Background: an optimization exercise with open tools, aiming at small area, a short achievable clock period and few clock cycles per item. Do not read the settings as production practice. RTL that was checked went through simulation tests only; none was proved equivalent to the original. Function not checked in run 1: the RTL went through the layout flow alone.

### flow/design.v
`timescale 1ns/1ps
module linear_equation_solver_3x3 #(
    parameter DATA_WIDTH = 16,
    parameter MAX_ITER = 40,
    parameter FRAC_BITS = 8
)(
    input wire clk,
    input wire rst,
    input wire start,
    input wire [DATA_WIDTH-1:0] a_data,
    input wire [3:0] a_addr,
    input wire a_wen,
    input wire [DATA_WIDTH-1:0] b_data,
    input wire [1:0] b_addr,
    input wire b_wen,
    output reg [DATA_WIDTH-1:0] x0, x1, x2,
    output reg done
);
    reg [15:0] A [0:8];
    reg [15:0] b [0:2];
    reg [15:0] xo0, xo1, xo2;           
    always @(posedge clk) begin
        if (a_wen)
            A[a_addr] <= a_data;
        if (b_wen)
            b[b_addr] <= b_data;
    end
    function [15:0] abs16;
        input [15:0] v;
        abs16 = v[15] ? (~v + 16'd1) : v;
    endfunction
    function [3:0] lzc16;
        input [15:0] v;
        integer n;
        begin
            lzc16 = 4'd0;
            for (n = 0; n < 16; n = n + 1)
                if (v[n]) lzc16 = 4'd15 - n[3:0];
        end
    endfunction
    reg  [2:0]  rvalid;
    reg  [17:0] rr0, rr1, rr2;
    reg  [3:0]  sr0, sr1, sr2;
    reg         eng_busy;
    reg  [1:0]  eng_row;
    reg  [1:0]  eng_cnt;
    reg  [15:0] eng_dn;
    reg  [15:0] eng_r;
    reg  [17:0] eng_q;
    wire [1:0] pick = !rvalid[0] ? 2'd0 : !rvalid[1] ? 2'd1 : 2'd2;
    wire       need = ~&rvalid;
    wire [15:0] pick_d = abs16(pick == 2'd0 ? A[0] : pick == 2'd1 ? A[4] : A[8]);
    wire [3:0]  pick_s = lzc16(pick_d);
    wire diag_wr  = a_wen && (a_addr == 4'd0 || a_addr == 4'd4 || a_addr == 4'd8);
    wire [1:0] diag_row = (a_addr == 4'd0) ? 2'd0 : (a_addr == 4'd4) ? 2'd1 : 2'd2;
    wire hit_busy = diag_wr && diag_row == eng_row;
    wire hit_pick = diag_wr && diag_row == pick;
    reg [15:0] st_r;
    reg [17:0] st_q;
    reg [16:0] st_t;
    integer k;
    always @* begin
        st_r = eng_r;
        st_q = eng_q;
        for (k = 0; k < 6; k = k + 1) begin
            st_t = {st_r, 1'b1};
            if (st_t >= {1'b0, eng_dn}) begin
                st_r = st_t[15:0] - eng_dn;
                st_q = {st_q[16:0], 1'b1};
            end else begin
                st_r = st_t[15:0];
                st_q = {st_q[16:0], 1'b0};
            end
        end
    end
    wire eng_fin = eng_busy && eng_cnt == 2'd2;
    always @(posedge clk or posedge rst) begin
        if (rst) begin
            rvalid <= 3'b000;
            eng_busy <= 1'b0;
        end else begin
            if (eng_busy) begin
                eng_r <= st_r;
                eng_q <= st_q;
                eng_cnt <= eng_cnt + 2'd1;
                if (hit_busy) begin
                    eng_busy <= 1'b0;
                end else if (eng_fin) begin
                    eng_busy <= 1'b0;
                    rvalid[eng_row] <= 1'b1;
                    case (eng_row)
                        2'd0: rr0 <= st_q;
                        2'd1: rr1 <= st_q;
                        default: rr2 <= st_q;
                    endcase
                end
            end else if (need && !hit_pick) begin
                eng_busy <= 1'b1;
                eng_row <= pick;
                eng_cnt <= 2'd0;
                eng_dn <= pick_d << pick_s;
                eng_r <= 16'h7fff;
                eng_q <= 18'd0;
                case (pick)
                    2'd0: sr0 <= pick_s;
                    2'd1: sr1 <= pick_s;
                    default: sr2 <= pick_s;
                endcase
            end
            if (diag_wr)
                rvalid[diag_row] <= 1'b0;
        end
    end
    reg        running;
    reg [5:0]  it;         
    reg [1:0]  pos;        
    reg [1:0]  row1;       
    reg        replay;     
    reg        v2, slow2, sgn2, zero2, par2, end2, last2, first2;
    reg [1:0]  row2, pos2;
    reg [18:0] t2;
    reg [16:0] ylo2;
    reg [7:0]  mlo2;
    reg [15:0] rhi;
    reg        acc1, acc2;
    wire rd_even = it[0];    
    wire [15:0] xr0 = rd_even ? x0 : xo0;
    wire [15:0] xr1 = rd_even ? x1 : xo1;
    wire [15:0] xr2 = rd_even ? x2 : xo2;
    wire [1:0]  r1 = replay ? row2 : row1;
    wire [15:0] opa1 = (row1 == 2'd0) ? A[1] : (row1 == 2'd1) ? A[3] : A[6];
    wire [15:0] opx1 = (row1 == 2'd0) ? xr1 : xr0;
    wire [15:0] opa2 = (row1 == 2'd0) ? A[2] : (row1 == 2'd1) ? A[5] : A[7];
    wire [15:0] opx2 = (row1 == 2'd2) ? xr1 : xr2;
    wire [15:0] bi   = (row1 == 2'd0) ? b[0] : (row1 == 2'd1) ? b[1] : b[2];
    wire [15:0] di   = (row1 == 2'd0) ? A[0] : (row1 == 2'd1) ? A[4] : A[8];
    wire signed [31:0] p1 = $signed(opa1) * $signed(opx1);
    wire signed [31:0] p2 = $signed(opa2) * $signed(opx2);
    wire [23:0] num = {{8{bi[15]}}, bi} - p1[31:8] - p2[31:8];
    wire        sgn_n = num[23];
    wire [23:0] mag = sgn_n ? (~num + 24'd1) : num;
    wire [15:0] dabs1 = abs16(di);
    wire        zero1 = (di == 16'd0);
    wire        fast1 = zero1 || (mag[23:8] < dabs1);
    wire [3:0]  s1 = (r1 == 2'd0) ? sr0 : (r1 == 2'd1) ? sr1 : sr2;
    wire [31:0] y1 = replay ? {rhi, mlo2, 8'd0} :
                     fast1  ? {mag, 8'd0} : {16'd0, mag[23:8]};
    wire [31:0] ys1 = y1 << s1;
    wire [18:0] t1 = ys1[31:13];
    wire rready = (row1 == 2'd0 ? rvalid[0] : row1 == 2'd1 ? rvalid[1] : rvalid[2]) ||
                  (eng_fin && eng_row == row1);
    wire [17:0] rc2 = (row2 == 2'd0) ? rr0 : (row2 == 2'd1) ? rr1 : rr2;
    wire [15:0] d2  = abs16((row2 == 2'd0) ? A[0] : (row2 == 2'd1) ? A[4] : A[8]);
    wire [36:0] prod2 = t2 * rc2;
    wire [16:0] q0 = prod2[36:20];
    wire [33:0] qd_full = q0 * d2;
    wire [16:0] r0 = ylo2 - qd_full[16:0];
    wire        ge = (r0 >= {1'b0, d2});
    wire [15:0] q  = q0[15:0] + {15'd0, ge};
    wire [16:0] rem = ge ? (r0 - {1'b0, d2}) : r0;
    wire [15:0] xn = zero2 ? 16'd0 : sgn2 ? (~q + 16'd1) : q;
    wire [15:0] x_same  = (row2 == 2'd0) ? (par2 ? xo0 : x0) :
                          (row2 == 2'd1) ? (par2 ? xo1 : x1) : (par2 ? xo2 : x2);
    wire [15:0] x_other = (row2 == 2'd0) ? (par2 ? x0 : xo0) :
                          (row2 == 2'd1) ? (par2 ? x1 : xo1) : (par2 ? x2 : xo2);
    wire eq1 = (xn == x_other);
    wire eq2 = (xn == x_same) && !first2;
    wire wb  = v2 && !slow2;
    wire fin = wb && end2 && ((acc1 && eq1) || (acc2 && eq2) || last2);
    wire issue = running && !replay && !(v2 && slow2) && rready && !fin;
    always @(posedge clk or posedge rst) begin
        if (rst) begin
            running <= 1'b0;
            done <= 1'b0;
            v2 <= 1'b0;
            replay <= 1'b0;
            x0 <= 16'd0; x1 <= 16'd0; x2 <= 16'd0;
            it <= 6'd1; pos <= 2'd0; row1 <= 2'd0;
        end else begin
            if (wb) begin
                if (par2) begin
                    case (row2)
                        2'd0: xo0 <= xn;
                        2'd1: xo1 <= xn;
                        default: xo2 <= xn;
                    endcase
                end else begin
                    case (row2)
                        2'd0: x0 <= xn;
                        2'd1: x1 <= xn;
                        default: x2 <= xn;
                    endcase
                end
                if (pos2 == 2'd0) begin
                    acc1 <= eq1; acc2 <= eq2;
                end else begin
                    acc1 <= acc1 & eq1; acc2 <= acc2 & eq2;
                end
            end
            if (replay) begin
                replay <= 1'b0;
                v2 <= 1'b1;
                slow2 <= 1'b0;
                t2 <= t1;
                ylo2 <= y1[16:0];
            end else if (v2 && slow2) begin
                replay <= 1'b1;
                v2 <= 1'b0;
                rhi <= rem[15:0];
            end else if (issue) begin
                v2 <= 1'b1;
                slow2 <= !fast1;
                row2 <= row1;
                pos2 <= pos;
                par2 <= it[0];
                end2 <= (pos == 2'd2);
                last2 <= (it == MAX_ITER);
                first2 <= (it == 6'd1);
                sgn2 <= sgn_n ^ di[15];
                zero2 <= zero1;
                t2 <= t1;
                ylo2 <= y1[16:0];
                mlo2 <= mag[7:0];
                if (pos == 2'd2) begin
                    pos <= 2'd0;
                    it <= it + 6'd1;
                end else begin
                    pos <= pos + 2'd1;
                    row1 <= (row1 == 2'd2) ? 2'd0 : row1 + 2'd1;
                end
            end else begin
                v2 <= 1'b0;
            end
            if (fin) begin
                running <= 1'b0;
                done <= 1'b1;
                v2 <= 1'b0;
            end
            if (!running && start) begin
                running <= 1'b1;
                done <= 1'b0;
                v2 <= 1'b0;
                replay <= 1'b0;
                it <= 6'd1;
                pos <= 2'd0;
                row1 <= 2'd0;
                x0 <= 16'd0; x1 <= 16'd0; x2 <= 16'd0;
            end
        end
    end
endmodule
### flow/run.sh
#!/bin/bash
# synth_recipe.tcl (not shown) runs the flow's synth.tcl, then flattens the netlist and writes it again
# the make line also repeats each setting of config.mk as NAME=value (left out here)
make -C /OpenROAD-flow-scripts/flow DESIGN_CONFIG=/design/flow/config.mk WORK_HOME=/design/flow/orfs CLKGATE_MAP_FILE= SYNTH_SCRIPT=/design/flow/synth_recipe.tcl finish
### flow/config.mk
export PLATFORM = sky130hd
export DESIGN_NAME = linear_equation_solver_3x3
export DESIGN_NICKNAME = linear_equation_solver_3x3
export VERILOG_FILES = /design/flow/design.v
export SDC_FILE = /design/flow/constraint.sdc
export NUM_CORES = 4
export LEC_CHECK = 0
export CAP_MARGIN = 20
export CORE_MARGIN = 2
export CORE_UTILIZATION = 45
export PLACE_DENSITY = 0.6
export SETUP_SLACK_MARGIN = 5
export SLEW_MARGIN = 20
### flow/constraint.sdc
create_clock -name core_clock -period 110.0 [get_ports {clk}]
set_input_delay 22.0000 -clock core_clock [delete_from_list [all_inputs] [get_ports {clk}]]
set_output_delay 22.0000 -clock core_clock [all_outputs]
set_load 0.01 [all_outputs]
==> reports/metrics.json, run 1 <==
{
  "root_buffer": {"value": "clkbuf_16"},
  "dr.first_iter.drc_count": {"value": 4988},
  "synth_top_cell_area_share": {"value": 0.271},
  "timing.clock.skew": {"value": 94.9, "unit": "ps"},
  "floorplan.die.height": {"value": 396, "unit": "um"},
  "synth_sequential_area_ratio": {"value": 0.210},
  "synthCells": {"value": 7518},
  "routedLengthMet1": {"value": 94100, "unit": "um"},
  "post_dp_cell_area": {"value": 72700, "unit": "sq um"},
  "netlist_area": {"value": 69000, "unit": "sq um"},
  "postLayoutSetupSlackWorst": {"value": 85680, "unit": "ps"},
  "dieArea": {"value": 157000, "unit": "sq um"},
  "cts.sink_count": {"value": 493},
  "timing.critical_path.to_type": {"value": "flop"},
  "cts_tree": {"value": "yes"},
  "residual_overflow_from_global_routing": {"value": 0},
  "tns": {"value": 0, "unit": "ps"},
  "antenna_found_initial": {"value": 7},
  "cts.hold.buffers_added": {"value": 0},
  "worst-path-max-fanout": {"value": 26},
  "route.final.wire_length": {"value": 221000, "unit": "um"},
  "topRoutingLayerUsed": {"value": "met5"},
  "firstDrtPassIters": {"value": 8},
  "mean_cell_area_of_the_mapped_netlist": {"value": 9.18, "unit": "sq um"},
  "final_layout_worst_hold_slack": {"value": 484, "unit": "ps"},
  "hpwl": {"value": 178000, "unit": "um"},
  "drt_drc_violations_left": {"value": 0},
  "critical_path_arrival": {"value": 24590, "unit": "ps"},
  "final.fill_count": {"value": 14400},
  "clk_latency": {"value": 730, "unit": "ps"},
  "die_width": {"value": 396, "unit": "um"},
  "share_of_the_cycle_needed_by_the_critical_path_after_routing": {"value": 0.221},
  "synth.top_cells.by_area": {"value": "fa_1 27%, edfxtp_1 19%, ha_1 8.6%, inv_1 6.7%, nand2_1 5.7%"},
  "report.final.setup_viol": {"value": 0},
  "fin_area": {"value": 74700, "unit": "sq um"},
  "maxCapViolations": {"value": 0},
  "rows": {"value": 143},
  "status": {"value": "complete, no violations"},
  "worst_setup_path_start_kind": {"value": "primary input"},
  "drive_gt1_frac": {"value": 0.0538},
  "cts_buffer_depth": {"value": 3},
  "dominantRegCellSynth": {"value": "edfxtp_1"},
  "met3_wirelength_from_detailed_routing": {"value": 22700, "unit": "um"},
  "finish.net_count": {"value": 8982},
  "routed_wire_length_per_instance": {"value": 23.0, "unit": "um"},
  "timing.max_slew.rel_slack": {"value": 0.227},
  "vias": {"value": 54800},
  "final.min_clock_period": {"value": 24320, "unit": "ps"},
  "io-pin-count": {"value": 92},
  "start_util": {"value": 0.454},
  "number_of_levels_in_the_clock_h_tree": {"value": 2},
  "yosys_synthesis_warning_count": {"value": 1},
  "final_max_tran_viols": {"value": 0},
  "finish.utilization": {"value": 0.491},
  "vias_per_cell": {"value": 5.71},
  "clk_pin_slew_worst_paths": {"value": 60, "unit": "ps"},
  "cts_repair_resize_count": {"value": 0},
  "preCtsSetupSlack": {"value": 84970, "unit": "ps"},
  "core_region_area": {"value": 152000, "unit": "sq um"},
  "detail-route-antenna-nets": {"value": 0},
  "synth.net_count": {"value": 8969},
  "syn2layout_area_growth": {"value": 8.20, "unit": "%"},
  "port-buffer-count": {"value": 91},
  "unrepaired_setup_endpoints_after_global_routing": {"value": "false"},
  "dr_wl_met2": {"value": 96800, "unit": "um"},
  "holdCritPathClass": {"value": "flop to flop"},
  "synth_cell_type_count": {"value": 91},
  "worstMarginPinSlew": {"value": 1150, "unit": "ps"},
  "cts_setup_buffers": {"value": 0},
  "postSynth.asyncResetShare": {"value": 0.134},
  "fmax": {"value": 41.1, "unit": "MHz"},
  "worst-endpoint-required": {"value": 110270, "unit": "ps"},
  "grt_first_pass_wirelength": {"value": 338000, "unit": "um"},
  "path_class": {"value": "primary input to flop"},
  "finalHoldViolCount": {"value": 0},
  "grt_start_max_net_pins": {"value": 77},
  "grt_pass1_vias": {"value": 54700},
  "grt_usage": {"value": 0.284},
  "synthDominantAreaCellType": {"value": "fa_1"},
  "synth_enable_flop_cells": {"value": 427},
  "cts-buffers-inserted": {"value": 57},
  "gpl.final_weighted_congestion": {"value": 0.970},
  "synth.ff_latch_count": {"value": 493}
}
[per-stage QoR]
stage	cells
3_5_place_dp	9498
2_1_floorplan	7518
4_1_cts	9603
3_3_place_gp	9497
5_1_grt	9608
6_report	9608
[cell usage in the layout, fill, tap and decap left out, types with 57 or more instances in the layout]
cell type / synthesis / layout
dfrtp_1: 65 / 62
ha_1: 475 / 475
fa_1: 933 / 933
buf_4: 1 / 145
a21oi_1: 273 / 268
mux2i_1: 239 / 238
edfxtp_1: 427 / 427
o21ai_0: 266 / 264
clkbuf_16: 0 / 57
nand3_1: 79 / 79
o21a_1: 82 / 82
xnor2_1: 192 / 190
nor2_1: 582 / 579
and2_1: 232 / 232
a21o_1: 78 / 78
nand2_1: 1047 / 1047
nor3_1: 89 / 85
clkdlybuf4s50_1: 0 / 91
inv_1: 1227 / 1226
nand2b_1: 73 / 72
xor2_1: 98 / 97
[registers in the layout (all words and copies together), names as in the netlist, 17 cells and up]
name,flops
A,144
b,48
t2,19
rr0,18
rr1,18
rr2,18
ylo2,17
[path summary, 6_finish.rpt]
kind	startpoint	slack, ps	to	cells after the start
worst max-delay path	rst	85680	rr1[9]	3
worst min-delay path	eng_q[6]	480	rr1[12]	0
worst max register to register	row2[1]	88530	row2[0]	61
min in group asynchronous	rst	22440	x1[11]	2
max in group asynchronous	rst	86370	row1[0]	3
worst min register to register	eng_q[6]	480	rr1[12]	0
[worst max-delay path: stages]
cell and delay, ps:
clkdlybuf4s50_1 1080, clkinv_2 770, and3_1 720
[cells by family (layout without fill, tap and decap cells)]
family | Yosys count | after routing | share of synthesized area
AND/OR/NAND/NOR | 2353 | 2353 | 0.153
buffers and inverters | 1518 | 1577 | 0.0827
adder cells (fa/ha/maj) | 1408 | 1408 | 0.357
AO/OA/AOI/OAI | 1120 | 1120 | 0.104
flip-flops | 493 | 493 | 0.210
multiplexers | 335 | 335 | 0.0575
XOR/XNOR | 290 | 290 | 0.0368
other | 1 | 2 | 0.0000543
[synth_stat cells (all sizes together), types with 78 or more instances]
master and instances:
ha 475, o21ai 320, and2 233, a21o 78, fa 933, o21a 82
nand3 79, clkbuf 241, nand2 1047, nor2 583, a21oi 274, edfxtp 427
xor2 98, mux2i 239, xnor2 192, inv 1227, nor3 90
[layer usage]
metal	vias to the layer above	track usage
li1	24600	-
met1	27600	0.401
met2	2299	0.433
met3	325	0.0671
met4	4	0.0828
met5	-	0.00216
[layout make-up]
| type | instances | area [sq um] | share of cell area |
|---|---|---|---|
| multi-input cells | 5507 | 49000 | 0.656 |
| flip-flops and latches | 493 | 14500 | 0.194 |
| inverters | 1231 | 4620 | 0.0619 |
| well taps | 2030 | 2540 | 0.0340 |
| repair buffers | 241 | 2080 | 0.0279 |
| clock buffers | 71 | 1500 | 0.0201 |
| clock inverters | 34 | 440 | 0.00590 |
| diodes | 1 | 2.50 | 0.0000335 |
==> run 2, diff against run 1 <==
--- a/flow/design.v
+++ b/flow/design.v
@@ -49,10 +49,13 @@
     reg  [17:0] eng_q;
-    wire [1:0] pick = !rvalid[0] ? 2'd0 : !rvalid[1] ? 2'd1 : 2'd2;
-    wire       need = ~&rvalid;
+    reg       dw_q;
+    reg [1:0] dw_row;
+    always @(posedge clk) begin
+        dw_q   <= a_wen && (a_addr == 4'd0 || a_addr == 4'd4 || a_addr == 4'd8);
+        dw_row <= (a_addr == 4'd0) ? 2'd0 : (a_addr == 4'd4) ? 2'd1 : 2'd2;
+    end
+    wire [1:0] pick = dw_q ? dw_row : !rvalid[0] ? 2'd0 : !rvalid[1] ? 2'd1 : 2'd2;
+    wire       need = dw_q || ~&rvalid;
     wire [15:0] pick_d = abs16(pick == 2'd0 ? A[0] : pick == 2'd1 ? A[4] : A[8]);
     wire [3:0]  pick_s = lzc16(pick_d);
-    wire diag_wr  = a_wen && (a_addr == 4'd0 || a_addr == 4'd4 || a_addr == 4'd8);
-    wire [1:0] diag_row = (a_addr == 4'd0) ? 2'd0 : (a_addr == 4'd4) ? 2'd1 : 2'd2;
-    wire hit_busy = diag_wr && diag_row == eng_row;
-    wire hit_pick = diag_wr && diag_row == pick;
+    wire dw_hit = dw_q && dw_row == eng_row;
     reg [15:0] st_r;
@@ -75,3 +78,4 @@
     end
-    wire eng_fin = eng_busy && eng_cnt == 2'd2;
+    wire eng_fin  = eng_busy && eng_cnt == 2'd2;
+    wire eng_load = !eng_busy && need;
     always @(posedge clk or posedge rst) begin
@@ -82,23 +86,32 @@
             if (eng_busy) begin
-                eng_r <= st_r;
-                eng_q <= st_q;
-                eng_cnt <= eng_cnt + 2'd1;
-                if (hit_busy) begin
+                if (dw_hit || eng_fin)
                     eng_busy <= 1'b0;
-                end else if (eng_fin) begin
-                    eng_busy <= 1'b0;
+                if (eng_fin && !dw_hit)
                     rvalid[eng_row] <= 1'b1;
-                    case (eng_row)
-                        2'd0: rr0 <= st_q;
-                        2'd1: rr1 <= st_q;
-                        default: rr2 <= st_q;
-                    endcase
-                end
-            end else if (need && !hit_pick) begin
+            end else if (need) begin
                 eng_busy <= 1'b1;
-                eng_row <= pick;
-                eng_cnt <= 2'd0;
-                eng_dn <= pick_d << pick_s;
-                eng_r <= 16'h7fff;
-                eng_q <= 18'd0;
+            end
+            if (dw_q)
+                rvalid[dw_row] <= 1'b0;
+        end
+    end
+    always @(posedge clk) begin
+        if (eng_busy) begin
+            eng_r <= st_r;
+            eng_q <= st_q;
+            eng_cnt <= eng_cnt + 2'd1;
+            if (eng_fin) begin
+                case (eng_row)
+                    2'd0: rr0 <= st_q;
+                    2'd1: rr1 <= st_q;
+                    default: rr2 <= st_q;
+                endcase
+            end
+        end else begin
+            eng_row <= pick;
+            eng_cnt <= 2'd0;
+            eng_dn <= pick_d << pick_s;
+            eng_r <= 16'h7fff;
+            eng_q <= 18'd0;
+            if (need) begin
                 case (pick)
@@ -109,4 +122,2 @@
             end
-            if (diag_wr)
-                rvalid[diag_row] <= 1'b0;
         end
@@ -153,3 +164,9 @@
     wire [15:0] d2  = abs16((row2 == 2'd0) ? A[0] : (row2 == 2'd1) ? A[4] : A[8]);
-    wire [36:0] prod2 = t2 * rc2;
+    reg [36:0] prod2;
+    integer pi;
+    always @* begin
+        prod2 = 37'd0;
+        for (pi = 0; pi < 19; pi = pi + 1)
+            prod2 = prod2 + ((t2[pi] ? ({19'd0, rc2} << pi) : 37'd0) & ~37'h3fff);
+    end
     wire [16:0] q0 = prod2[36:20];
@@ -169,3 +186,3 @@
     wire fin = wb && end2 && ((acc1 && eq1) || (acc2 && eq2) || last2);
-    wire issue = running && !replay && !(v2 && slow2) && rready && !fin;
+    wire issue = running && !replay && !(v2 && slow2) && rready;
     always @(posedge clk or posedge rst) begin
@@ -177,58 +194,20 @@
             x0 <= 16'd0; x1 <= 16'd0; x2 <= 16'd0;
-            it <= 6'd1; pos <= 2'd0; row1 <= 2'd0;
         end else begin
-            if (wb) begin
-                if (par2) begin
-                    case (row2)
-                        2'd0: xo0 <= xn;
-                        2'd1: xo1 <= xn;
-                        default: xo2 <= xn;
-                    endcase
-                end else begin
-                    case (row2)
-                        2'd0: x0 <= xn;
-                        2'd1: x1 <= xn;
-                        default: x2 <= xn;
-                    endcase
-                end
-                if (pos2 == 2'd0) begin
-                    acc1 <= eq1; acc2 <= eq2;
-                end else begin
-                    acc1 <= acc1 & eq1; acc2 <= acc2 & eq2;
-                end
-            end
-            if (replay) begin
+            if (wb && !par2) begin
+                case (row2)
+                    2'd0: x0 <= xn;
+                    2'd1: x1 <= xn;
+                    default: x2 <= xn;
+                endcase
+            end
+            if (replay)
                 replay <= 1'b0;
+            else if (v2 && slow2)
+                replay <= 1'b1;
+            if (replay)
                 v2 <= 1'b1;
-                slow2 <= 1'b0;
-                t2 <= t1;
-                ylo2 <= y1[16:0];
-            end else if (v2 && slow2) begin
-                replay <= 1'b1;
+            else if (v2 && slow2)
                 v2 <= 1'b0;
-                rhi <= rem[15:0];
-            end else if (issue) begin
-                v2 <= 1'b1;
-                slow2 <= !fast1;
-                row2 <= row1;
-                pos2 <= pos;
-                par2 <= it[0];
-                end2 <= (pos == 2'd2);
-                last2 <= (it == MAX_ITER);
-                first2 <= (it == 6'd1);
-                sgn2 <= sgn_n ^ di[15];
-                zero2 <= zero1;
-                t2 <= t1;
-                ylo2 <= y1[16:0];
-                mlo2 <= mag[7:0];
-                if (pos == 2'd2) begin
-                    pos <= 2'd0;
-                    it <= it + 6'd1;
-                end else begin
-                    pos <= pos + 2'd1;
-                    row1 <= (row1 == 2'd2) ? 2'd0 : row1 + 2'd1;
-                end
-            end else begin
-                v2 <= 1'b0;
-            end
+            else
+                v2 <= issue;
             if (fin) begin
@@ -243,7 +222,52 @@
                 replay <= 1'b0;
-                it <= 6'd1;
+                x0 <= 16'd0; x1 <= 16'd0; x2 <= 16'd0;
+            end
+        end
+    end
+    always @(posedge clk) begin
+        if (wb && par2) begin
+            case (row2)
+                2'd0: xo0 <= xn;
+                2'd1: xo1 <= xn;
+                default: xo2 <= xn;
+            endcase
+        end
+        if (wb) begin
+            if (pos2 == 2'd0) begin
+                acc1 <= eq1; acc2 <= eq2;
+            end else begin
+                acc1 <= acc1 & eq1; acc2 <= acc2 & eq2;
+            end
+        end
+        if (replay) begin
+            slow2 <= 1'b0;
+            t2 <= t1;
+            ylo2 <= y1[16:0];
+        end else if (v2 && slow2) begin
+            rhi <= rem[15:0];
+        end else if (issue) begin
+            slow2 <= !fast1;
+            row2 <= row1;
+            pos2 <= pos;
+            par2 <= it[0];
+            end2 <= (pos == 2'd2);
+            last2 <= (it == MAX_ITER);
+            first2 <= (it == 6'd1);
+            sgn2 <= sgn_n ^ di[15];
+            zero2 <= zero1;
+            t2 <= t1;
+            ylo2 <= y1[16:0];
+            mlo2 <= mag[7:0];
+            if (pos == 2'd2) begin
                 pos <= 2'd0;
-                row1 <= 2'd0;
-                x0 <= 16'd0; x1 <= 16'd0; x2 <= 16'd0;
-            end
+                it <= it + 6'd1;
+            end else begin
+                pos <= pos + 2'd1;
+                row1 <= (row1 == 2'd2) ? 2'd0 : row1 + 2'd1;
+            end
+        end
+        if (!running && start) begin
+            it <= 6'd1;
+            pos <= 2'd0;
+            row1 <= 2'd0;
         end
--- a/flow/config.mk
+++ b/flow/config.mk
@@ -7,2 +7,3 @@
 export LEC_CHECK = 0
+export ABC_AREA = 1
 export CAP_MARGIN = 20
==> reports/metrics.json, run 2 <==
{
  "timing.max_slew.rel_slack": {"value": 0.242},
  "drive_gt1_frac": {"value": 0.0501},
  "preCtsSetupSlack": {"value": 85360, "unit": "ps"},
  "synth_top_cell_area_share": {"value": 0.266},
  "synth_cell_type_count": {"value": 80},
  "finalHoldViolCount": {"value": 0},
  "cts_buffer_depth": {"value": 3},
  "finish.utilization": {"value": 0.489},
  "share_of_the_cycle_needed_by_the_critical_path_after_routing": {"value": 0.219},
  "root_buffer": {"value": "clkbuf_16"},
  "critical_path.slowest_cell": {"value": "nand2_1"},
  "final.min_clock_period": {"value": 24080, "unit": "ps"},
  "leading_cell_type_by_number_of_instances_after_synthesis": {"value": "nand2_1"},
  "crit_buf_inv": {"value": 5},
  "rows": {"value": 138},
  "largest_register_ff_count": {"value": 144},
  "cts.hold.buffers_added": {"value": 0},
  "port-buffer-count": {"value": 91},
  "maxCapViolations": {"value": 0},
  "unrepaired_setup_endpoints_after_global_routing": {"value": "false"},
  "residual_overflow_from_global_routing": {"value": 0},
  "final_max_tran_viols": {"value": 0},
  "final_cell_mix": {"value": "1583 x nand2_1, 1568 x inv_1, 854 x fa_1, 681 x nor2_1, 432 x ha_1"},
  "worstMarginPinSlew": {"value": 1140, "unit": "ps"},
  "timing.clock.skew": {"value": 38.4, "unit": "ps"},
  "route.final.wire_length": {"value": 203000, "unit": "um"},
  "cts-buffers-inserted": {"value": 54},
  "worst_setup_path_start_kind": {"value": "primary input"},
  "path_class": {"value": "primary input to flop"},
  "final.fill_count": {"value": 13700},
  "synth.net_count": {"value": 9131},
  "ff2ff_setup_slack": {"value": 91820, "unit": "ps"},
  "io-pin-count": {"value": 92},
  "synth.ff_latch_count": {"value": 496},
  "timing.critical_path.cells": {"value": "clkdlybuf4s50_1 -> inv_1 -> nor2_1 -> buf_4 -> inv_1 -> nand2_1 -> inv_1 -> nand2_1 -> nand2_1"},
  "detail-route-antenna-nets": {"value": 0},
  "grt_pass1_vias": {"value": 53000},
  "clk_pin_slew_worst_paths": {"value": 60, "unit": "ps"},
  "dominantRegCellSynth": {"value": "edfxtp_1"},
  "core_region_area": {"value": 142000, "unit": "sq um"},
  "yosys_synthesis_warning_count": {"value": 1},
  "cts.sink_count": {"value": 496},
  "antenna_found_initial": {"value": 9},
  "gpl.final_weighted_congestion": {"value": 0.957},
  "grt_start_max_net_pins": {"value": 68},
  "clk_latency": {"value": 670, "unit": "ps"},
  "grt_usage": {"value": 0.280},
  "fmax": {"value": 41.5, "unit": "MHz"},
  "synth_sequential_area_ratio": {"value": 0.220},
  "synth_enable_flop_cells": {"value": 396},
  "start_util": {"value": 0.454},
  "cts_tree": {"value": "yes"},
  "layout_commonest_cell": {"value": "nand2_1"},
  "cts_setup_buffers": {"value": 0},
  "firstDrtPassIters": {"value": 7},
  "synthCells": {"value": 7802},
  "synth.top_cells.by_area": {"value": "fa_1 27%, edfxtp_1 18%, nand2_1 9.2%, inv_1 9.2%, ha_1 8.4%"},
  "top_flop_regs": {"value": "A: 144 flops, b: 48 flops, t2: 19 flops"},
  "die_width": {"value": 382, "unit": "um"},
  "worst-endpoint-required": {"value": 110520, "unit": "ps"},
  "vias": {"value": 52900},
  "tns": {"value": 0, "unit": "ps"},
  "netlist_area": {"value": 64300, "unit": "sq um"},
  "finish.net_count": {"value": 9159},
  "postSynth.asyncResetShare": {"value": 0.113},
  "holdCritPathClass": {"value": "flop to flop"},
  "routed_wire_length_per_instance": {"value": 20.8, "unit": "um"},
  "cts_repair_resize_count": {"value": 0},
  "syn2layout_area_growth": {"value": 7.80, "unit": "%"},
  "timing.critical_path.to_type": {"value": "flop"},
  "number_of_levels_in_the_clock_h_tree": {"value": 2},
  "vias_per_cell": {"value": 5.41},
  "drt_drc_violations_left": {"value": 0},
  "postLayoutSetupSlackWorst": {"value": 85920, "unit": "ps"},
  "worst-path-max-fanout": {"value": 27},
  "dr.first_iter.drc_count": {"value": 4937},
  "floorplan.die.height": {"value": 382, "unit": "um"},
  "largest_register": {"value": "A"},
  "yosys-top-cells-count": {"value": "1584 x nand2_1, 1569 x inv_1, 854 x fa_1"},
  "cpPeakStageDelay": {"value": 790, "unit": "ps"},
  "report.final.setup_viol": {"value": 0},
  "mean_cell_area_of_the_mapped_netlist": {"value": 8.24, "unit": "sq um"},
  "critical_path_arrival": {"value": 24600, "unit": "ps"},
  "grt_first_pass_wirelength": {"value": 313000, "unit": "um"},
  "dieArea": {"value": 146000, "unit": "sq um"},
  "synthDominantAreaCellType": {"value": "fa_1"},
  "status": {"value": "complete, no violations"},
  "hpwl": {"value": 163000, "unit": "um"},
  "critical_path.top_delay_family": {"value": "buffers and inverters"}
}
==> run 2: final timing paths <==
check	depth (start not counted)	start	endpoint
max in group asynchronous	3	rst	done
worst max register to register	89	eng_dn[2]	eng_r[5]
worst min register to register	1	eng_cnt[0]	eng_cnt[0]
worst max-delay path	9	start	x1[1]
min in group asynchronous	3	rst	rvalid[2]
worst min-delay path	1	eng_cnt[0]	eng_cnt[0]
==> run 2: area by class of cell <==
cell class	instances	area, sq um	area share
tap	1890	2360	0.0341
inverter	1606	6030	0.0870
sequential	496	14200	0.204
timing repair buffer	205	1770	0.0256
multi-input combinational	5467	43200	0.623
clock inverter	27	325	0.00469
clock buffer	70	1440	0.0208
antenna	7	17.5	0.000253
==> run 2: per-layer routing <==
metal / vias up / wire (um) / track usage
li1: 24600 / - / -
met2: 2165 / 95400 / 0.464
met5: - / 40 / 0
met1: 25700 / 82900 / 0.369
met4: 6 / 10600 / 0.124
met3: 446 / 14400 / 0.0356
==> run 2: logic make-up after synthesis <==
group	after synthesis	share of synthesized area
simple gates	2913	0.190
mux	3	0.000506
xor+xnor	281	0.0392
flops	496	0.220
other cells	1	0.0000583
compound gates	983	0.0908
fa+ha+maj	1286	0.350
buf+inv	1839	0.109
==> run 2: metrics by stage <==
step | cell area, sq um | instances | hold WS, ps
detailed placement | 67500 | 9663 | 406
finish | 69300 | 9768 | 417
global route | 69300 | 9767 | 431
floorplan | 64300 | 7802 | 393
CTS | 69300 | 9760 | 414
global placement | 67500 | 9663 | 405
==> run 2: worst register-to-register path: cells and delay by family, from the launching register on <==
family          cells  cell delay [ps]
flops               1              550
buf+inv            11             2880
simple gates       40             4650
compound gates     30             7000
fa+ha+maj           8             3000
Testbench counts of run 2, summed over its fixed seeds: cycles 35,813, solves 1,200.
==> run 3, diff against run 2 <==
--- a/flow/config.mk
+++ b/flow/config.mk
@@ -7,3 +7,2 @@
 export LEC_CHECK = 0
-export ABC_AREA = 1
 export CAP_MARGIN = 20
==> reports/metrics.json, run 3 <==
{
  "crit_buf_inv": {"value": 1},
  "leading_cell_type_by_number_of_instances_after_synthesis": {"value": "inv_1"},
  "root_buffer": {"value": "clkbuf_16"},
  "post_dp_cell_area": {"value": 68500, "unit": "sq um"},
  "worstMarginPinSlew": {"value": 1180, "unit": "ps"},
  "drt_drc_violations_left": {"value": 0},
  "dominantRegCellSynth": {"value": "edfxtp_1"},
  "io-pin-count": {"value": 92},
  "finalHoldViolCount": {"value": 0},
  "postSynth.asyncResetShare": {"value": 0.113},
  "clk_latency": {"value": 680, "unit": "ps"},
  "synth.area.mux_share": {"value": 0.0572},
  "synth_sequential_area_ratio": {"value": 0.217},
  "port-buffer-count": {"value": 91},
  "gpl.final_weighted_congestion": {"value": 0.949},
  "regToRegStartpoint": {"value": "eng_dn[2]"},
  "start_util": {"value": 0.454},
  "postLayoutSetupSlackWorst": {"value": 86230, "unit": "ps"},
  "yosys.area_share.xor_xnor": {"value": 0.0435},
  "number_of_levels_in_the_clock_h_tree": {"value": 2},
  "share_of_the_cycle_needed_by_the_critical_path_after_routing": {"value": 0.216},
  "rows": {"value": 139},
  "final.min_clock_period": {"value": 23770, "unit": "ps"},
  "top_flop_regs": {"value": "A: 144 flops, b: 48 flops, t2: 19 flops"},
  "critical_path.slowest_cell": {"value": "clkdlybuf4s50_1"},
  "cts_setup_buffers": {"value": 0},
  "grt_usage": {"value": 0.270},
  "synth_enable_flop_cells": {"value": 396},
  "floorplan.die.height": {"value": 385, "unit": "um"},
  "dr.first_iter.drc_count": {"value": 4440},
  "grt_first_pass_wirelength": {"value": 305000, "unit": "um"},
  "unrepaired_setup_endpoints_after_global_routing": {"value": "false"},
  "drive_gt1_frac": {"value": 0.0594},
  "vias_per_cell": {"value": 5.69},
  "cts.hold.buffers_added": {"value": 0},
  "synth.top_cells.by_area": {"value": "fa_1 26%, edfxtp_1 18%, ha_1 8.3%, inv_1 6.1%, nand2_1 5.5%"},
  "antenna_found_initial": {"value": 2},
  "dieArea": {"value": 148000, "unit": "sq um"},
  "ff2ff_setup_slack": {"value": 88260, "unit": "ps"},
  "grt_pass1_vias": {"value": 51000},
  "cts_tree": {"value": "yes"},
  "hpwl": {"value": 159000, "unit": "um"},
  "path_class": {"value": "flop to output port"},
  "synth_cell_type_count": {"value": 114},
  "hold-path-cell-count": {"value": 1},
  "finish.utilization": {"value": 0.490},
  "final_max_tran_viols": {"value": 0},
  "grt_start_max_net_pins": {"value": 74},
  "detail-route-antenna-nets": {"value": 0},
  "fmax": {"value": 42.1, "unit": "MHz"},
  "worst_setup_path_start_kind": {"value": "flop"},
  "yosys-top-cells-count": {"value": "1056 x inv_1, 957 x nand2_1, 854 x fa_1"},
  "timing.max_slew.rel_slack": {"value": 0.205},
  "status": {"value": "complete, no violations"},
  "synth_compound_gate_area_share": {"value": 0.104},
  "report.final.setup_viol": {"value": 0},
  "firstDrtPassIters": {"value": 8},
  "routed_wire_length_per_instance": {"value": 22.0, "unit": "um"},
  "worst_hold_startpoint": {"value": "eng_cnt[0]"},
  "route.final.wire_length": {"value": 197000, "unit": "um"},
  "cts_repair_resize_count": {"value": 0},
  "largest_register_ff_count": {"value": 144},
  "timing.critical_path.cells": {"value": "clkdlybuf4s50_1"},
  "vias": {"value": 51200},
  "whs_endpoint": {"value": "eng_cnt[0]"},
  "netlist_area": {"value": 65200, "unit": "sq um"},
  "layout_commonest_cell": {"value": "inv_1"},
  "residual_overflow_from_global_routing": {"value": 0},
  "critical_path_arrival": {"value": 1770, "unit": "ps"},
  "syn2layout_area_growth": {"value": 7.85, "unit": "%"},
  "tns": {"value": 0, "unit": "ps"},
  "reg2reg_to": {"value": "eng_r[1]"},
  "preCtsSetupSlack": {"value": 86170, "unit": "ps"},
  "synth_adder_area_share": {"value": 0.345},
  "final_cell_mix": {"value": "1054 x inv_1, 957 x nand2_1, 854 x fa_1, 585 x nor2_1, 432 x ha_1"},
  "synthCells": {"value": 7044},
  "cpPeakStageDelay": {"value": 680, "unit": "ps"},
  "synth.net_count": {"value": 8373},
  "holdCritPathClass": {"value": "flop to flop"},
  "synth_top_cell_area_share": {"value": 0.262},
  "cts.sink_count": {"value": 496},
  "maxCapViolations": {"value": 0},
  "largest_family_of_logic_cells_by_synthesized_area": {"value": "adder cells"},
  "fin_area": {"value": 70300, "unit": "sq um"},
  "yosys_synthesis_warning_count": {"value": 1},
  "core_region_area": {"value": 144000, "unit": "sq um"},
  "largest_register": {"value": "A"},
  "synthDominantAreaCellType": {"value": "fa_1"},
  "worst-path-max-fanout": {"value": 6},
  "timing.clock.skew": {"value": 39.7, "unit": "ps"},
  "worst-endpoint-required": {"value": 88000, "unit": "ps"},
  "antennaDiodeCount": {"value": 0},
  "cts_buffer_depth": {"value": 3},
  "cts-buffers-inserted": {"value": 54},
  "die_width": {"value": 385, "unit": "um"},
  "clk_pin_slew_worst_paths": {"value": 60, "unit": "ps"},
  "r2r.worst_path.cells": {"value": 84},
  "yosys.area_share.simple": {"value": 0.155},
  "critical_path.top_delay_family": {"value": "buffers and inverters"},
  "finish.net_count": {"value": 8376},
  "mean_cell_area_of_the_mapped_netlist": {"value": 9.26, "unit": "sq um"},
  "synth.ff_latch_count": {"value": 496},
  "timing.critical_path.to_type": {"value": "output port"}
}
## run 3: area by class of cell
type                            instances  area, sq um
Inverter                             1064         3990
Timing Repair Buffer                  208         1790
Tap cell                             1903         2380
Fill cell                           13600        73300
Sequential cell                       496        14200
Clock inverter                         28          315
Multi-Input combinational cell       5223        46200
Clock buffer                           73         1510
## run 3: worst max path at each step
| stage | slack, ps | endpoint | cells after the start | from |
|---|---|---|---|---|
| after floorplan | 86190 | A[8][0] | 3 | a_addr[1] |
| after global placement | 86180 | b[1][4] | 2 | b_addr[1] |
| after detailed placement | 86170 | b[1][4] | 2 | b_addr[1] |
| after CTS | 86200 | x1[15] | 1 | x1[15] |
| after global routing | 86170 | x1[15] | 1 | x1[15] |
| final | 86230 | x1[3] | 1 | x1[3] |
## run 3: layer usage
layer | up-vias | track usage | wire (um)
met1 | 25800 | 0.384 | 87000
met3 | 321 | 0.0400 | 14600
met5 | - | 0 | 13
met4 | 2 | 0.0804 | 6590
met2 | 1920 | 0.425 | 89300
li1 | 23200 | - | -
## run 3: kinds of logic after synthesis
group	after synthesis
AND/OR/NAND/NOR	2241
AO/OA/AOI/OAI	1069
buffers and inverters	1325
other	1
multiplexers	313
adder cells (fa/ha/maj)	1286
XOR/XNOR	313
flip-flops	496
## run 3: per-stage QoR
| step | hold slack [ps] | std cells |
|---|---|---|
| 2_1_floorplan | 393 | 7044 |
| 3_3_place_gp | 401 | 8893 |
| 3_5_place_dp | 403 | 8893 |
| 4_1_cts | 411 | 8994 |
| 5_1_grt | 434 | 8995 |
| 6_report | 410 | 8995 |
==> run 4, diff against run 3 <==
--- a/flow/design.v
+++ b/flow/design.v
@@ -48,3 +48,2 @@
     reg  [15:0] eng_r;
-    reg  [17:0] eng_q;
     reg       dw_q;
@@ -60,2 +59,3 @@
     wire dw_hit = dw_q && dw_row == eng_row;
+    wire [17:0] eng_q = (eng_row == 2'd0) ? rr0 : (eng_row == 2'd1) ? rr1 : rr2;
     reg [15:0] st_r;
@@ -100,11 +100,8 @@
             eng_r <= st_r;
-            eng_q <= st_q;
             eng_cnt <= eng_cnt + 2'd1;
-            if (eng_fin) begin
-                case (eng_row)
-                    2'd0: rr0 <= st_q;
-                    2'd1: rr1 <= st_q;
-                    default: rr2 <= st_q;
-                endcase
-            end
+            case (eng_row)
+                2'd0: rr0 <= st_q;
+                2'd1: rr1 <= st_q;
+                default: rr2 <= st_q;
+            endcase
         end else begin
@@ -114,3 +111,2 @@
             eng_r <= 16'h7fff;
-            eng_q <= 18'd0;
             if (need) begin
@@ -129,2 +125,4 @@
     reg        replay;     
+    reg        first1;     
+    reg        zero_x;     
     reg        v2, slow2, sgn2, zero2, par2, end2, last2, first2;
@@ -142,5 +140,5 @@
     wire [15:0] opa1 = (row1 == 2'd0) ? A[1] : (row1 == 2'd1) ? A[3] : A[6];
-    wire [15:0] opx1 = (row1 == 2'd0) ? xr1 : xr0;
+    wire [15:0] opx1 = first1 ? 16'd0 : (row1 == 2'd0) ? xr1 : xr0;
     wire [15:0] opa2 = (row1 == 2'd0) ? A[2] : (row1 == 2'd1) ? A[5] : A[7];
-    wire [15:0] opx2 = (row1 == 2'd2) ? xr1 : xr2;
+    wire [15:0] opx2 = first1 ? 16'd0 : (row1 == 2'd2) ? xr1 : xr2;
     wire [15:0] bi   = (row1 == 2'd0) ? b[0] : (row1 == 2'd1) ? b[1] : b[2];
@@ -217,2 +215,5 @@
             end
+            if (zero_x) begin
+                x0 <= 16'd0; x1 <= 16'd0; x2 <= 16'd0;
+            end
             if (!running && start) begin
@@ -222,3 +223,2 @@
                 replay <= 1'b0;
-                x0 <= 16'd0; x1 <= 16'd0; x2 <= 16'd0;
             end
@@ -268,2 +268,5 @@
         end
+        zero_x <= !running && start;
+        if (issue && pos == 2'd2)
+            first1 <= 1'b0;
         if (!running && start) begin
@@ -272,2 +275,3 @@
             row1 <= 2'd0;
+            first1 <= 1'b1;
         end
==> reports/metrics.json, run 4 <==
{
  "status": {"value": "complete, no violations"},
  "critical_path_arrival": {"value": 1850, "unit": "ps"},
  "grt_start_max_net_pins": {"value": 94},
  "final.min_clock_period": {"value": 23850, "unit": "ps"},
  "timing.critical_path.cells": {"value": "clkdlybuf4s50_1"},
  "cts.sink_count": {"value": 486},
  "mean_cell_area_of_the_mapped_netlist": {"value": 9.28, "unit": "sq um"},
  "worst_hold_startpoint": {"value": "eng_cnt[0]"},
  "leading_cell_type_by_number_of_instances_after_synthesis": {"value": "inv_1"},
  "worstMarginPinSlew": {"value": 1220, "unit": "ps"},
  "antenna_found_initial": {"value": 20},
  "synth_sequential_area_ratio": {"value": 0.214},
  "cpPeakStageDelay": {"value": 750, "unit": "ps"},
  "unrepaired_setup_endpoints_after_global_routing": {"value": "false"},
  "vias_per_cell": {"value": 5.72},
  "crit_buf_inv": {"value": 1},
  "finalHoldViolCount": {"value": 0},
  "fmax": {"value": 41.9, "unit": "MHz"},
  "rows": {"value": 139},
  "largest_register_ff_count": {"value": 144},
  "routed_wire_length_per_instance": {"value": 23.5, "unit": "um"},
  "root_buffer": {"value": "clkbuf_16"},
  "cts.hold.buffers_added": {"value": 0},
  "cts_repair_resize_count": {"value": 0},
  "route.final.wire_length": {"value": 212000, "unit": "um"},
  "yosys_synthesis_warning_count": {"value": 1},
  "die_width": {"value": 385, "unit": "um"},
  "cts_buffer_depth": {"value": 3},
  "number_of_levels_in_the_clock_h_tree": {"value": 2},
  "clk_latency": {"value": 690, "unit": "ps"},
  "floorplan.die.height": {"value": 385, "unit": "um"},
  "final_cell_mix": {"value": "1072 x inv_1, 908 x nand2_1, 856 x fa_1, 615 x nor2_1, 430 x ha_1"},
  "drive_gt1_frac": {"value": 0.0645},
  "cts-buffers-inserted": {"value": 59},
  "final_max_tran_viols": {"value": 0},
  "holdCritPathClass": {"value": "flop to flop"},
  "timing.max_slew.rel_slack": {"value": 0.183},
  "dr.first_iter.drc_count": {"value": 4779},
  "tns": {"value": 0, "unit": "ps"},
  "finish.net_count": {"value": 8405},
  "worst-path-max-fanout": {"value": 5},
  "cts_tree": {"value": "yes"},
  "postSynth.asyncResetShare": {"value": 0.115},
  "drt_drc_violations_left": {"value": 0},
  "maxCapViolations": {"value": 0},
  "path_class": {"value": "flop to output port"},
  "gpl.final_weighted_congestion": {"value": 0.988},
  "vias": {"value": 51700},
  "worst_setup_path_start_kind": {"value": "flop"},
  "dieArea": {"value": 148000, "unit": "sq um"},
  "largest_register": {"value": "A"},
  "cts_setup_buffers": {"value": 0},
  "layout_commonest_cell": {"value": "inv_1"},
  "hpwl": {"value": 171000, "unit": "um"},
  "worst-endpoint-required": {"value": 88000, "unit": "ps"},
  "clk_pin_slew_worst_paths": {"value": 60, "unit": "ps"},
  "regToRegStartpoint": {"value": "eng_dn[2]"},
  "cp-startpoint": {"value": "x1[4]"},
  "synthDominantAreaCellType": {"value": "fa_1"},
  "io-pin-count": {"value": 92},
  "yosys-top-cells-count": {"value": "1073 x inv_1, 908 x nand2_1, 856 x fa_1"},
  "synth.net_count": {"value": 8375},
  "grt_first_pass_wirelength": {"value": 318000, "unit": "um"},
  "report.final.setup_viol": {"value": 0},
  "detail-route-antenna-nets": {"value": 0},
  "synth.ff_latch_count": {"value": 486},
  "netlist_area": {"value": 65400, "unit": "sq um"},
  "timing.critical_path.to_type": {"value": "output port"},
  "port-buffer-count": {"value": 91},
  "share_of_the_cycle_needed_by_the_critical_path_after_routing": {"value": 0.217},
  "timing.clock.skew": {"value": 41.7, "unit": "ps"},
  "grt_pass1_vias": {"value": 51500},
  "synth_cell_type_count": {"value": 110},
  "top_flop_regs": {"value": "A: 144 flops, b: 48 flops, t2: 19 flops"},
  "critical_path.top_delay_family": {"value": "buffers and inverters"},
  "critical_path.slowest_cell": {"value": "clkdlybuf4s50_1"},
  "synth.top_cells.by_area": {"value": "fa_1 26%, edfxtp_1 18%, ha_1 8.2%, inv_1 6.2%, nand2_1 5.2%"},
  "synthCells": {"value": 7046},
  "core_region_area": {"value": 144000, "unit": "sq um"},
  "firstDrtPassIters": {"value": 6},
  "synth_top_cell_area_share": {"value": 0.262},
  "start_util": {"value": 0.454},
  "grt_usage": {"value": 0.286},
  "syn2layout_area_growth": {"value": 8.46, "unit": "%"},
  "residual_overflow_from_global_routing": {"value": 0},
  "dominantRegCellSynth": {"value": "edfxtp_1"},
  "final_layout_worst_hold_slack": {"value": 412, "unit": "ps"},
  "synth_enable_flop_cells": {"value": 396}
}
## run 4: path summary, 6_finish.rpt
| kind | cells past startpoint | to | slack [ps] |
|---|---|---|---|
| worst max-delay path | 1 | x1[4] | 86150 |
| worst min-delay path | 1 | eng_cnt[0] | 410 |
| worst max register to register | 79 | eng_r[13] | 89000 |
| worst min register to register | 1 | eng_cnt[0] | 410 |
| max in group asynchronous | 3 | replay | 87270 |
| min in group asynchronous | 3 | eng_busy | 22000 |
## run 4: cell families after synthesis
logic type / Yosys count / share of synthesized area
and+or+nand+nor: 2156 / 0.147
xor gates and xnor gates: 318 / 0.0438
other: 1 / 0.0000573
muxes: 383 / 0.0673
AOI/OAI and AO/OA: 1070 / 0.106
adders and majority gates: 1286 / 0.344
buffers and inverters: 1346 / 0.0785
DFF: 486 / 0.214
## run 4: worst reg2reg max path, delay by kind of cell (launching register included)
kind | cells | cell delay (ps)
simple gates | 17 | 3720
compound gates | 48 | 11360
fa+ha+maj | 6 | 2280
mux | 3 | 1120
buf+inv | 5 | 1740
flops | 1 | 540
## run 4: routing by layer
| metal | vias up | share of wire | track usage |
|---|---|---|---|
| met1 | 26000 | 0.42 | 0.389 |
| met3 | 419 | 0.094 | 0.0709 |
| li1 | 23300 | - | - |
| met5 | - | 0.0015 | 0 |
| met2 | 1968 | 0.44 | 0.439 |
| met4 | 14 | 0.044 | 0.110 |
## run 4: final cells by class
class	count	area (sq um)
fill	13500	73100
multi-input combinational	5214	46500
sequential	486	14000
inverter	1081	4060
tap	1903	2380
timing repair buffer	234	2010
clock buffer	74	1600
clock inverter	38	358
antenna	3	7.51
## run 4: per-stage QoR
stage / instances / instance area (sq um) / setup slack [ps] / util
6_report: 9033 / 70900 / 86150 / 0.492
5_1_grt: 9030 / 70900 / 85960 / 0.492
4_1_cts: 9030 / 70900 / 85970 / 0.492
3_5_place_dp: 8918 / 68900 / 86360 / 0.479
3_3_place_gp: 8918 / 68900 / 86380 / 0.479
2_1_floorplan: 7046 / 65400 / 86190 / -
Testbench counts of run 4, summed over its fixed seeds: cycles 35,813, solves 1,200.
==> run 5, diff against run 4 <==
--- a/flow/config.mk
+++ b/flow/config.mk
@@ -7,6 +7,7 @@
 export LEC_CHECK = 0
+export ABC_AREA = 1
 export CAP_MARGIN = 20
 export CORE_MARGIN = 2
-export CORE_UTILIZATION = 45
-export PLACE_DENSITY = 0.6
+export CORE_UTILIZATION = 60
+export PLACE_DENSITY = 0.7
 export SETUP_SLACK_MARGIN = 5
==> reports/metrics.json, run 5 <==
{
  "status": {"value": "complete, no violations"},
  "number_of_levels_in_the_clock_h_tree": {"value": 2},
  "finish.net_count": {"value": 9157},
  "firstDrtPassIters": {"value": 7},
  "cts-buffers-inserted": {"value": 53},
  "cts.sink_count": {"value": 486},
  "regToRegStartpoint": {"value": "eng_dn[2]"},
  "groute.layer.met2.usage": {"value": 0.577},
  "groute.layer.met1.usage": {"value": 0.486},
  "layout_commonest_cell": {"value": "inv_1"},
  "postSynth.asyncResetShare": {"value": 0.115},
  "ff2ff_setup_slack": {"value": 90370, "unit": "ps"},
  "routed_wire_length_per_instance": {"value": 21.5, "unit": "um"},
  "timing.max_slew.rel_slack": {"value": 0.159},
  "floorplan.die.height": {"value": 332, "unit": "um"},
  "final_layout_worst_hold_slack": {"value": 416, "unit": "ps"},
  "yosys-top-cells-count": {"value": "1568 x inv_1, 1550 x nand2_1, 856 x fa_1"},
  "die_width": {"value": 332, "unit": "um"},
  "cts_setup_buffers": {"value": 0},
  "gpl.final_weighted_congestion": {"value": 1.01},
  "clk_latency": {"value": 650, "unit": "ps"},
  "gr-max-usage-layer": {"value": "met2"},
  "worstMarginPinSlew": {"value": 1250, "unit": "ps"},
  "vias": {"value": 53900},
  "final.min_clock_period": {"value": 23690, "unit": "ps"},
  "dieArea": {"value": 110000, "unit": "sq um"},
  "drive_gt1_frac": {"value": 0.0466},
  "cts.hold.buffers_added": {"value": 0},
  "root_buffer": {"value": "clkbuf_16"},
  "worst-path-max-fanout": {"value": 5},
  "cts_buffer_depth": {"value": 3},
  "synth_top_cell_area_share": {"value": 0.266},
  "route.final.wire_length": {"value": 199000, "unit": "um"},
  "synth_enable_flop_cells": {"value": 396},
  "grt_usage": {"value": 0.364},
  "cts_repair_resize_count": {"value": 0},
  "cp-startpoint": {"value": "x1[0]"},
  "synth.top_cells.by_area": {"value": "fa_1 27%, edfxtp_1 18%, inv_1 9.1%, nand2_1 9.0%, ha_1 8.4%"},
  "core_region_area": {"value": 107000, "unit": "sq um"},
  "critPathCapture": {"value": "x1[0]"},
  "fmax": {"value": 42.2, "unit": "MHz"},
  "synth.net_count": {"value": 9165},
  "grt.met3_usage": {"value": 0.0700},
  "port-buffer-count": {"value": 91},
  "critical_path.slowest_cell": {"value": "clkdlybuf4s50_1"},
  "timing.critical_path.cells": {"value": "clkdlybuf4s50_1"},
  "residual_overflow_from_global_routing": {"value": 0},
  "unrepaired_setup_endpoints_after_global_routing": {"value": "false"},
  "grt_pass1_vias": {"value": 52900},
  "largest_register": {"value": "A"},
  "cpPeakStageDelay": {"value": 630, "unit": "ps"},
  "dr.first_iter.drc_count": {"value": 5947},
  "start_util": {"value": 0.603},
  "maxCapViolations": {"value": 0},
  "hpwl": {"value": 160000, "unit": "um"},
  "grt_start_max_net_pins": {"value": 83},
  "netlist_area": {"value": 64400, "unit": "sq um"},
  "critical_path_arrival": {"value": 1690, "unit": "ps"},
  "syn2layout_area_growth": {"value": 6.37, "unit": "%"},
  "vias_per_cell": {"value": 5.81},
  "dominantRegCellSynth": {"value": "edfxtp_1"},
  "worstSetupPathDepth": {"value": 1},
  "detail-route-antenna-nets": {"value": 0},
  "final_cell_mix": {"value": "1566 x inv_1, 1550 x nand2_1, 856 x fa_1, 713 x nor2_1, 430 x ha_1"},
  "io-pin-count": {"value": 92},
  "worst_setup_path_start_kind": {"value": "flop"},
  "holdCritPathClass": {"value": "flop to flop"},
  "grt_first_pass_wirelength": {"value": 307000, "unit": "um"},
  "rows": {"value": 120},
  "path_class": {"value": "flop to output port"},
  "synthDominantAreaCellType": {"value": "fa_1"},
  "worst-endpoint-required": {"value": 88000, "unit": "ps"},
  "leading_cell_type_by_number_of_instances_after_synthesis": {"value": "inv_1"},
  "yosys_synthesis_warning_count": {"value": 1},
  "synth_cell_type_count": {"value": 81},
  "timing.clock.skew": {"value": 40.7, "unit": "ps"},
  "antenna_found_initial": {"value": 2},
  "drt_drc_violations_left": {"value": 0},
  "hold-path-cell-count": {"value": 1},
  "clk_pin_slew_worst_paths": {"value": 70, "unit": "ps"},
  "critical_path.top_delay_family": {"value": "buffers and inverters"},
  "synth.ff_latch_count": {"value": 486},
  "finalHoldViolCount": {"value": 0},
  "tns": {"value": 0, "unit": "ps"},
  "crit_buf_inv": {"value": 1},
  "mean_cell_area_of_the_mapped_netlist": {"value": 8.21, "unit": "sq um"},
  "synth_sequential_area_ratio": {"value": 0.217},
  "top_flop_regs": {"value": "A: 144 flops, b: 48 flops, t2: 19 flops"},
  "cts_tree": {"value": "yes"},
  "share_of_the_cycle_needed_by_the_critical_path_after_routing": {"value": 0.215},
  "r2r.worst_path.cells": {"value": 92},
  "largest_register_ff_count": {"value": 144},
  "synthCells": {"value": 7836},
  "report.final.setup_viol": {"value": 0},
  "final_max_tran_viols": {"value": 0},
  "timing.critical_path.to_type": {"value": "output port"},
  "reg2reg_to": {"value": "eng_r[14]"}
}
## run 5: worst reg2reg max path, delay by kind of cell (launching register included)
family / cells / cell delay, ps
buffers and inverters: 11 / 3160
AND/OR/NAND/NOR: 28 / 3760
adder cells (fa/ha/maj): 7 / 2350
AO/OA/AOI/OAI: 46 / 9820
flip-flops: 1 / 520
## run 5: cells by family after synthesis
group	Yosys count	share of synthesized area
AOI/OAI and AO/OA	1014	0.0956
xor gates and xnor gates	273	0.0376
adders and majority gates	1286	0.350
buffers and inverters	1849	0.110
DFF	486	0.217
muxes	3	0.000505
other	1	0.0000583
and+or+nand+nor	2924	0.190
## run 5: final cells by class
type                       count  area (sq um)
tap                         1403          1760
multi-input combinational   5501         43400
inverter                    1614          6060
clock buffer                  68          1490
fill                        9287         38300
clock inverter                32           256
sequential                   486         14000
timing repair buffer         172          1520
antenna                        1          2.50
## run 5: through the flow
stage,cells,setup WS [ps],utilization,area (sq um)
floorplan,7836,85800,-,64400
global placement,9175,85770,0.625,66700
detailed placement,9176,85990,0.625,66700
CTS,9276,86310,0.641,68500
global route,9276,86290,0.641,68500
finish,9277,86310,0.641,68500
## run 5: how the worst min path moves through the flow
stage | slack (ps) | start | end
2_1_floorplan | 390 | eng_cnt[0] | eng_cnt[0]
3_3_place_gp | 400 | eng_cnt[0] | eng_cnt[0]
3_5_place_dp | 410 | eng_cnt[0] | eng_cnt[0]
4_1_cts | 410 | eng_cnt[0] | eng_cnt[0]
5_1_grt | 420 | eng_cnt[0] | eng_cnt[0]
6_report | 420 | eng_cnt[0] | eng_cnt[0]
## run 5: routing by layer
| metal | routed length, um | up-vias |
|---|---|---|
| li1 | - | 24600 |
| met1 | 78200 | 26100 |
| met2 | 89900 | 2681 |
| met3 | 20100 | 522 |
| met4 | 10900 | 4 |
| met5 | 26 | - |
==> run 6, diff against run 5 <==
--- a/flow/config.mk
+++ b/flow/config.mk
@@ -10,4 +10,4 @@
 export CORE_MARGIN = 2
-export CORE_UTILIZATION = 60
-export PLACE_DENSITY = 0.7
+export CORE_UTILIZATION = 75
+export PLACE_DENSITY = 0.85
 export SETUP_SLACK_MARGIN = 5
==> reports/metrics.json, run 6 <==
{
  "status": {"value": "complete, no violations"},
  "tns": {"value": 0, "unit": "ps"},
  "synth.ff_latch_count": {"value": 486},
  "report.final.setup_viol": {"value": 0},
  "netlist_area": {"value": 64400, "unit": "sq um"},
  "final.min_clock_period": {"value": 23660, "unit": "ps"},
  "timing.max_slew.rel_slack": {"value": 0.106},
  "rows": {"value": 107},
  "synthDominantAreaCellType": {"value": "fa_1"},
  "cts_tree": {"value": "yes"},
  "hpwl": {"value": 161000, "unit": "um"},
  "residual_overflow_from_global_routing": {"value": 0},
  "regToRegStartpoint": {"value": "eng_dn[2]"},
  "detail-route-antenna-nets": {"value": 0},
  "number_of_levels_in_the_clock_h_tree": {"value": 2},
  "route.final.wire_length": {"value": 207000, "unit": "um"},
  "dieArea": {"value": 88200, "unit": "sq um"},
  "vias": {"value": 56900},
  "cts-buffers-inserted": {"value": 51},
  "finalHoldViolCount": {"value": 0},
  "grt_usage": {"value": 0.470},
  "clk_pin_slew_worst_paths": {"value": 60, "unit": "ps"},
  "port-buffer-count": {"value": 91},
  "critical_path.top_delay_family": {"value": "buffers and inverters"},
  "fmax": {"value": 42.3, "unit": "MHz"},
  "floorplan.die.height": {"value": 297, "unit": "um"},
  "cts_repair_resize_count": {"value": 0},
  "routed_wire_length_per_instance": {"value": 23.0, "unit": "um"},
  "top_flop_regs": {"value": "A: 144 flops, b: 48 flops, t2: 19 flops"},
  "crit_buf_inv": {"value": 1},
  "cts.sink_count": {"value": 486},
  "yosys_synthesis_warning_count": {"value": 1},
  "path_class": {"value": "flop to output port"},
  "cpPeakStageDelay": {"value": 630, "unit": "ps"},
  "finish.net_count": {"value": 9157},
  "syn2layout_area_growth": {"value": 5.72, "unit": "%"},
  "drive_gt1_frac": {"value": 0.0445},
  "dominantRegCellSynth": {"value": "edfxtp_1"},
  "worstMarginPinSlew": {"value": 1330, "unit": "ps"},
  "grt_first_pass_wirelength": {"value": 318000, "unit": "um"},
  "synthCells": {"value": 7836},
  "clk_latency": {"value": 640, "unit": "ps"},
  "mean_cell_area_of_the_mapped_netlist": {"value": 8.21, "unit": "sq um"},
  "largest_register_ff_count": {"value": 144},
  "die_width": {"value": 297, "unit": "um"},
  "share_of_the_cycle_needed_by_the_critical_path_after_routing": {"value": 0.215},
  "synth_cell_type_count": {"value": 81},
  "cts_buffer_depth": {"value": 3},
  "cp-startpoint": {"value": "x2[9]"},
  "gpl.final_weighted_congestion": {"value": 1.04},
  "synth_sequential_area_ratio": {"value": 0.217},
  "final_cell_mix": {"value": "1566 x inv_1, 1550 x nand2_1, 856 x fa_1, 715 x nor2_1, 430 x ha_1"},
  "io-pin-count": {"value": 92},
  "critical_path.slowest_cell": {"value": "clkdlybuf4s50_1"},
  "maxCapViolations": {"value": 0},
  "synth.net_count": {"value": 9165},
  "unrepaired_setup_endpoints_after_global_routing": {"value": "false"},
  "holdCritPathClass": {"value": "flop to flop"},
  "dr.first_iter.drc_count": {"value": 6937},
  "start_util": {"value": 0.756},
  "final_layout_worst_hold_slack": {"value": 424, "unit": "ps"},
  "finish.utilization": {"value": 0.799},
  "timing.critical_path.cells": {"value": "clkdlybuf4s50_1"},
  "firstDrtPassIters": {"value": 8},
  "core_region_area": {"value": 85100, "unit": "sq um"},
  "worst_hold_startpoint": {"value": "eng_cnt[0]"},
  "cts_setup_buffers": {"value": 0},
  "layout_commonest_cell": {"value": "inv_1"}
}
## run 6: worst register-to-register path, delay by kind of cell, from the launching register on
kind                       cells  cell delay [ps]
AOI/OAI and AO/OA             45            10080
and+or+nand+nor               26             3630
buffers and inverters          9             2760
adders and majority gates      6             2460
DFF                            1              680
muxes                          1              320
## run 6: final cells by class
type | count | area (sq um)
Multi-Input combinational cell | 5501 | 43400
Inverter | 1614 | 6060
Tap cell | 1144 | 1430
Sequential cell | 486 | 14000
Fill cell | 5604 | 17100
Timing Repair Buffer | 174 | 1550
Clock inverter | 32 | 292
Clock buffer | 59 | 1330
Antenna cell | 2 | 5.00
## run 6: kinds of logic after synthesis
group                      count (synthesis)  synth area share
AOI/OAI and AO/OA                       1014            0.0956
muxes                                      3          0.000505
other                                      1         0.0000583
DFF                                      486             0.217
xor gates and xnor gates                 273            0.0376
adders and majority gates               1286             0.350
buffers and inverters                   1849             0.110
and+or+nand+nor                         2924             0.190
## run 6: routing by layer
| layer | GRT usage | part of all wire | vias to the layer above |
|---|---|---|---|
| li1 | - | - | 24600 |
| met1 | 0.568 | 0.33 | 27000 |
| met2 | 0.727 | 0.44 | 4156 |
| met3 | 0.140 | 0.14 | 1152 |
| met4 | 0.329 | 0.085 | 4 |
| met5 | 0.00216 | 0.00013 | - |
## run 6: worst paths after layout
kind	endpoint	slack [ps]	cells after the start
worst max-delay path	x2[9]	86340	1
worst min-delay path	eng_cnt[0]	420	1
worst max register to register	eng_r[4]	90010	87
worst min register to register	eng_cnt[0]	420	1
max in group asynchronous	x1[2]	87360	3
min in group asynchronous	rvalid[1]	22040	3
## run 6: metrics by stage
step                std cells  cell area, sq um  setup WS, ps
floorplan                7836             64400         85800
global placement         8917             66400         86000
detailed placement       8918             66400         85950
CTS                      9009             68000         86350
global route             9011             68000         86340
finish                   9012             68000         86340

[what the ideal ports hide]
How much do the figures lean on ideal ports? The routed layouts below were timed once more, with nothing changed but the port constraints. Step 1: set_driving_cell puts a clkbuf_16 on clk and a buf_2 on each other input, an assumption about the parent block. Step 2 also shifts input and output timing later by t, the mid clock arrival at the registers, as if the neighbouring blocks saw the same clock. a / b / c = ideal / step 1 / step 2; a / b = the first two.
run	t (ns)	slack for setup (ns)	hold WS [ns]	slew at the worst register clock pin (ns)
run 1	0.762	85.680 / 85.640 / 84.878	0.484 / 0.484 / 0.484	0.08 / 0.08
run 2	0.738	85.924 / 85.977 / 85.240	0.417 / 0.417 / 0.417	0.08 / 0.08
run 3	0.740	86.227 / 86.145 / 86.171	0.410 / 0.410 / 0.410	0.07 / 0.07
run 4	0.735	86.148 / 86.079 / 86.351	0.412 / 0.412 / 0.412	0.07 / 0.07
run 5	0.703	86.308 / 86.231 / 86.078	0.416 / 0.416 / 0.416	0.07 / 0.07
run 6	0.691	86.335 / 86.262 / 85.796	0.424 / 0.424 / 0.424	0.07 / 0.07
After both steps setup and hold are still met in every run listed. The setup slack of run 1, which loses most, moves by -0.040 ns with the drivers and by -0.802 ns with both steps.
